This design comes from an exercise in tuning for small area, a short achievable clock period and few clock cycles per item on the open sky130 flow, not from production work.
The RTL was checked by simulation tests, not by an equivalence proof against the original design.

## flow/design.v

```verilog
module div_steps #(
  parameter WIDTH = 32,
  parameter K     = 4
)(
  input  logic [WIDTH-1:0] p_i,
  input  logic [WIDTH-1:0] a_i,
  input  logic [WIDTH-1:0] d_i,
  input  logic             cin,
  output logic [WIDTH-1:0] p_o,
  output logic [WIDTH-1:0] a_o
);
  always_comb begin
    logic [WIDTH:0]   t;
    logic [WIDTH+1:0] s;
    p_o = p_i;
    a_o = a_i;
    for (integer i = 0; i < K; i++) begin
      t   = {p_o, a_o[WIDTH-1]};
      s   = {t, 1'b1} + {1'b1, d_i, cin};
      a_o = {a_o[WIDTH-2:0], !s[WIDTH+1]};
      p_o = s[WIDTH+1] ? t[WIDTH-1:0] : s[WIDTH:1];
    end
  end
endmodule
module div
#(
  parameter XLEN = 32,
  localparam integer NUM_ROB_ENTRIES = 32,
  localparam integer ARCH_REG_IDX    = 4,
  localparam integer PHYS_REG_IDX    = 5
)(
  input  logic clk,
  input  logic rst,
  input  logic        req_valid,
  output logic        req_ready,
  input  logic [XLEN-1:0] op_a,
  input  logic [XLEN-1:0] op_b,
  input  logic [ARCH_REG_IDX:0] rd_arch,
  input  logic [PHYS_REG_IDX:0] pd_phys,
  input  logic [$clog2(NUM_ROB_ENTRIES)-1:0] rob_idx,
  input  logic        dest_we,
  input  logic [2:0]    sub_op,
  output logic        resp_valid,
  input  logic        resp_ready,
  output logic [XLEN-1:0] resp_value,
  output logic [ARCH_REG_IDX:0] resp_rd,
  output logic [PHYS_REG_IDX:0] resp_pd,
  output logic [$clog2(NUM_ROB_ENTRIES)-1:0] resp_rob_idx,
  output logic        resp_dest_we
);
  localparam integer K  = 4;             
  localparam integer NM = XLEN / K;      
  localparam integer CW = $clog2(NM);
  localparam integer TW = ARCH_REG_IDX + 1 + PHYS_REG_IDX + 1 + $clog2(NUM_ROB_ENTRIES) + 1;
  logic            busy_q, first_q, one_q;
  logic [CW-1:0]   cnt_q;               
  logic            isrem_q, sa_q, sb_q;
  logic [XLEN-1:0] p_q, a_q;            
  logic [XLEN-1:0] d_q;                 
  logic [TW-1:0]   tag_q;
  logic [1:0]      ov_q;
  logic            rp_q, wp_q;
  logic [XLEN-1:0] oval_q [2];
  logic [TW-1:0]   otag_q [2];
  wire last     = busy_q && (first_q ? one_q : (cnt_q == '0));
  wire finish   = last && !ov_q[wp_q];
  assign req_ready = !busy_q || finish;
  wire take     = req_valid && req_ready;
  wire pop      = ov_q[rp_q] && resp_ready;
  function automatic logic fits_k(input logic [XLEN-1:0] ax, input logic [XLEN-1:0] bx, input logic s);
    logic [XLEN:0] z;      
    fits_k = 1'b0;
    z[XLEN] = 1'b1;
    for (integer k = XLEN-1; k >= 0; k--)
      z[k] = z[k+1] && !ax[k];
    for (integer j = 0; j < XLEN; j++) begin
      if (j + K - 1 >= XLEN) fits_k = fits_k | (bx[j]);
      else if (s) fits_k = fits_k | (bx[j] && z[j + K - 1]);
      else        fits_k = fits_k | (bx[j] && z[j + K]);
    end
  endfunction
  function automatic logic [5:0] clz32(input logic [XLEN-1:0] x);
    clz32 = 6'd32;
    for (integer i = 0; i < XLEN; i++)
      if (x[i]) clz32 = 6'(XLEN-1-i);
  endfunction
  wire sgn  = !sub_op[0];
  wire in_sa = sgn && op_a[XLEN-1];
  wire in_sb = sgn && op_b[XLEN-1];
  wire in_one = fits_k(op_a ^ {XLEN{in_sa}}, op_b ^ {XLEN{in_sb}}, in_sa);
  logic [XLEN-1:0] ma;
  always_comb begin
    logic any_a;
    any_a = 1'b0;
    for (integer i = 0; i < XLEN; i++) begin
      ma[i] = a_q[i] ^ (sa_q && any_a);
      any_a = any_a | a_q[i];
    end
  end
  wire [XLEN-1:0] bx  = ~d_q;           
  wire [5:0] cza = clz32(a_q ^ {XLEN{sa_q}});
  wire [5:0] czb = clz32(bx);
  wire [6:0] n_off = {1'b0, czb} + 7'(XLEN + 1) + {6'b0, sa_q} - {1'b0, cza};
  logic [CW-1:0] m1;    
  always_comb begin
    if (one_q)                    m1 = '0;
    else if (czb == 6'd32)        m1 = CW'(NM-1);
    else if (n_off >= 7'(2*XLEN)) m1 = CW'(NM-1);
    else if (n_off <= 7'(XLEN))   m1 = '0;
    else                          m1 = CW'((n_off - 7'(XLEN + 1)) / K);
  end
  logic [XLEN-1:0] p_s, a_s;
  always_comb begin
    logic [2*XLEN-1:0] w;
    w = {{XLEN{1'b0}}, ma} << (XLEN - K*(m1+1));
    if (first_q) begin
      p_s = w[2*XLEN-1:XLEN];
      a_s = w[XLEN-1:0];
    end else begin
      p_s = p_q;
      a_s = a_q;
    end
  end
  logic [XLEN-1:0] p_n, a_n;
  div_steps #(.WIDTH(XLEN), .K(K)) U_steps (
    .p_i(p_s), .a_i(a_s), .d_i(d_q), .cin(!sb_q), .p_o(p_n), .a_o(a_n)
  );
  wire div0 = !sb_q && (&d_q);
  wire neg  = isrem_q ? sa_q : (sa_q ^ sb_q) && !div0;
  wire [XLEN-1:0] res  = isrem_q ? p_n : a_n;
  wire [XLEN-1:0] fres = neg ? -res : res;
  always_ff @(posedge clk) begin
    if (rst) begin
      busy_q <= 1'b0;
      ov_q   <= '0;
      rp_q   <= 1'b0;
      wp_q   <= 1'b0;
    end else begin
      if (take)
        busy_q <= 1'b1;
      else if (finish)
        busy_q <= 1'b0;
      if (finish) begin
        ov_q[wp_q] <= 1'b1;
        wp_q       <= !wp_q;
      end
      if (pop) begin
        ov_q[rp_q] <= 1'b0;
        rp_q       <= !rp_q;
      end
    end
  end
  always_ff @(posedge clk) begin
    if (take) begin
      first_q <= 1'b1;
      one_q   <= in_one;
      isrem_q <= sub_op[1];
      sa_q    <= in_sa;
      sb_q    <= in_sb;
      a_q     <= op_a;
      d_q     <= op_b ^ {XLEN{!in_sb}};
      tag_q   <= {rd_arch, pd_phys, rob_idx, dest_we};
    end else if (busy_q && !last) begin
      first_q <= 1'b0;
      cnt_q   <= first_q ? m1 - 1'b1 : cnt_q - 1'b1;
      p_q     <= p_n;
      a_q     <= a_n;
    end
    if (finish) begin
      oval_q[wp_q] <= fres;
      otag_q[wp_q] <= tag_q;
    end
  end
  assign resp_valid = ov_q[rp_q];
  assign resp_value = oval_q[rp_q];
  assign {resp_rd, resp_pd, resp_rob_idx, resp_dest_we} = otag_q[rp_q];
endmodule
```

## flow/run.sh

```bash
#!/bin/bash
# synth_recipe.tcl (not shown) runs the flow's synth.tcl, then flattens the netlist and writes it again
# the make line also repeats each setting of config.mk as NAME=value (left out here)
make -C /OpenROAD-flow-scripts/flow DESIGN_CONFIG=/design/flow/config.mk WORK_HOME=/design/flow/orfs CLKGATE_MAP_FILE= SYNTH_SCRIPT=/design/flow/synth_recipe.tcl finish
```

## flow/config.mk

```make
export PLATFORM = sky130hd
export DESIGN_NAME = div
export DESIGN_NICKNAME = div
export VERILOG_FILES = /design/flow/design.v
export SDC_FILE = /design/flow/constraint.sdc
export NUM_CORES = 4
export LEC_CHECK = 0
export CAP_MARGIN = 20
export CORE_MARGIN = 2
export CORE_UTILIZATION = 40
export SLEW_MARGIN = 20
```

## flow/constraint.sdc

```tcl
create_clock -name core_clock -period 200.0 [get_ports {clk}]
set_input_delay 40.0000 -clock core_clock [delete_from_list [all_inputs] [get_ports {clk}]]
set_output_delay 40.0000 -clock core_clock [all_outputs]
set_load 0.01 [all_outputs]
```

==> notes.md <==
-- final cells by class --
class	count	area, sq um
timing repair buffer	179	1690
antenna	3	7.51
inverter	98	369
clock buffer	27	633
multi-input combinational	2205	15000
tap	748	936
fill	5420	29900
clock inverter	17	205
sequential	225	6690
-- registers in the layout (all words and copies together), names as in the netlist, named ones only --
name and flops:
d_q 32, cnt_q 3, wp_q 1, busy_q 1, isrem_q 1, one_q 1, oval_q 64, sb_q 1
first_q 1, rp_q 1, ov_q 2, otag_q 34, p_q 32, tag_q 17, sa_q 1, a_q 32
-- cell usage in the layout (no fill, tap or decap), drive strengths merged, types with 58 or more instances in the layout --
| cell | count |
|---|---|
| xor2 | 83 |
| edfxtp | 218 |
| nor3 | 69 |
| o21ai | 192 |
| nand2 | 222 |
| a21oi | 202 |
| inv | 97 |
| mux2 | 106 |
| clkdlybuf4s50 | 137 |
| a21o | 60 |
| ha | 144 |
| xnor2 | 140 |
| nand3 | 58 |
| nor2 | 294 |
-- routing by layer --
metal	vias up	wire, um	GRT usage
met3	188	5820	0.0275
met4	0	4520	0.134
met2	972	40100	0.468
met1	10700	38500	0.411
met5	-	0	0
li1	10100	-	-
-- cell families (layout without fill, tap and decap cells) --
kind of cell               after synthesis  after routing
other                                    0              3
and+or+nand+nor                        857            857
buffers and inverters                  218            321
DFF                                    225            225
adders and majority gates              149            149
xor gates and xnor gates               223            223
muxes                                  134            134
AOI/OAI and AO/OA                      842            842
-- path summary, 6_finish.rpt --
path	cells past startpoint	slack (ns)	from	to
worst max-delay path	21	155.79	sub_op[0]	one_q
worst min-delay path	0	0.45	tag_q[15]	otag_q[1][15]
worst max register to register	99	169.24	sa_q	oval_q[1][29]
worst min register to register	0	0.45	tag_q[15]	otag_q[1][15]
-- stage by stage --
| step | hold WS [ns] | std cells |
|---|---|---|
| floorplan | 0.421 | 2648 |
| global placement | 0.424 | 3455 |
| detailed placement | 0.431 | 3455 |
| CTS | 0.445 | 3499 |
| global route | 0.449 | 3500 |
| finish | 0.450 | 3502 |
==> impl_metrics.toml <==
[floorplanning]
die_h_um = 241
start_util = 0.407
dieArea_sq_um = 58200
die_w_um = 241
row_count = 86
core_area_sq_um = 55400
io_pins = 139

[synthesis]
yosys.area_share.adder = 0.0844
synth_most_common_cell = "nor2_1"
async_reset_ff_frac = 0
synth-simple-area-share = 0.178
syn_nets = 2885
synth_xor_area_frac = 0.0870
ys.flop_type = "edfxtp_1"
synth_cells = 2648
synth_top_area_frac = 0.291
yosysWarnings = 2
synth_top_family_by_area = "compound AO/OA/AOI/OAI gates"
synth_cell_types = 95
yosys.area.top_type = "edfxtp_1"
synthTopCellsByCount = "nor2_1 (294), nand2_1 (222), edfxtp_1 (218), a21oi_1 (201), o21ai_0 (188)"
synth.area.mux_share = 0.0659
synth_area_leaders = "edfxtp_1 (29%), ha_1 (8.0%), xnor2_1 (5.4%), mux2_2 (5.1%), nor2_1 (4.9%)"
yosysSeqAreaShare = 0.297
avgSynthCellArea_sq_um = 8.51
synth_area_sq_um = 22500
synth_compound_area_frac = 0.250
synth_seq_cells = 225
synth-edff-count = 218

[cts]
insertion_delay_ns = 0.56
clk_pin_slew_worst_paths_ns = 0.07
htreeDepth = 1
cts_resized = 0
cts_tree = "built"
postCtsHoldBufs = 0
cts_buffers = 25
root_buffer = "clkbuf_16"
cts.sinks = 225
post_cts_buffers = 0
cts_buffer_depth = 3

[global_route]
grt_overflow = 0
antenna_found_initial = 1
grt_max_degree = 84
grt_pass1_wl_um = 129000
track_usage = 0.296
grt_pass1_vias = 20300

[critical_path]
worst_path_largest_cell_delay_ns = 0.52
path_buf_inv = 2
worst-setup-path-type = "input port to flip-flop"
crit_chain = "clkdlybuf4s50_1 -> nor2b_4 -> buf_4 -> xnor2_1 -> o21a_1 -> o21ai_0 -> nand3_1 -> a21boi_0 -> o211ai_1 -> a21boi_0 -> o211ai_1 -> a32o_1 -> a21oi_1 -> nor2b_1 -> o21ai_0 -> nand2b_1 -> a211oi_1 -> nor3_1 -> o211ai_1 -> nand2_1 -> a31oi_1"
worstSetupEndpointType = "flip-flop"
cpLargestDelayFamily = "compound AO/OA/AOI/OAI gates"
critPathRequiredTime_ns = 200.34
critPathArrivalTime_ns = 44.55
worstSetupStartpointType = "input port"
crit_path_top_delay_cell = "clkdlybuf4s50_1"
cp_common_cell = "o211ai_1"
cp_max_fo = 25

[detailed_routing]
drt_first_pass_iters = 6
drc = 0
vias_per_cell = 6.26
post_drt_wl_per_cell_um = 25.4
drt_wl_total_um = 88900
vias = 21900
drtIter0Drc = 2379
final_antenna_net_count = 0

[sta]
drv_slew = 0
slew_headroom = 0.199
rsz0062_at_grt = "no"
tns_ns = 0
setup_ws_ns = 155.79
timing.final.crit_share = 0.221
setup_viol = 0
fmax_mhz = 22.6
timing_worst_slew_pin_value_ns = 1.19
finClkSkew_ns = 0.0113
hold_viol_final = 0
period_needed_ns = 44.21

[final_layout]
fin_nets = 2971
fin_area_sq_um = 25600
area_growth_syn_to_layout_pct = 13.5
final_core_util = 0.461
drive_gt1_frac = 0.0898

[placement]
dp_hpwl_um = 69800
placed_area_sq_um = 24700
numPortBuffers = 137
gp_congestion = 0.984
post-place-ws_ns = 155.25

[flow_run]
cap_violations = 0

[min_path]
hold_path_class = "flip-flop to flip-flop"

[status]
outcome = "no timing/DRC/antenna violations"
Testbench counts, summed over its fixed seeds: cycles 6,775, ops 3,200.

[static timing again, ports no longer ideal]
Ports are ideal in the flow. The routed layout listed here was re-timed in OpenROAD.
Step 1 (the two cells are an assumption about what drives the block):
set clk [get_ports {clk}]
set_driving_cell -lib_cell sky130_fd_sc_hd__clkbuf_16 $clk
set_driving_cell -lib_cell sky130_fd_sc_hd__buf_2 [delete_from_list [all_inputs] $clk]
Step 2 times the ports against the registers' clock, not the clock port: input delays grow and output delays shrink by t, the midpoint of the rising clock arrivals with the driver on.
a / b / c = no drivers / after step 1 / after step 2; a / b = the first two.
shift t [ns]: 0.603
setup slack, ns: 155.794 / 155.808 / 155.205
hold WS [ns]: 0.450 / 0.450 / 0.450
latest minus earliest clock arrival (ns): 0.011 / 0.011
worst register clock-pin slew, ns: 0.07 / 0.07
After both steps this run still meets setup and hold. The setup slack of this run moves by +0.014 ns with the drivers and by -0.589 ns with both steps.
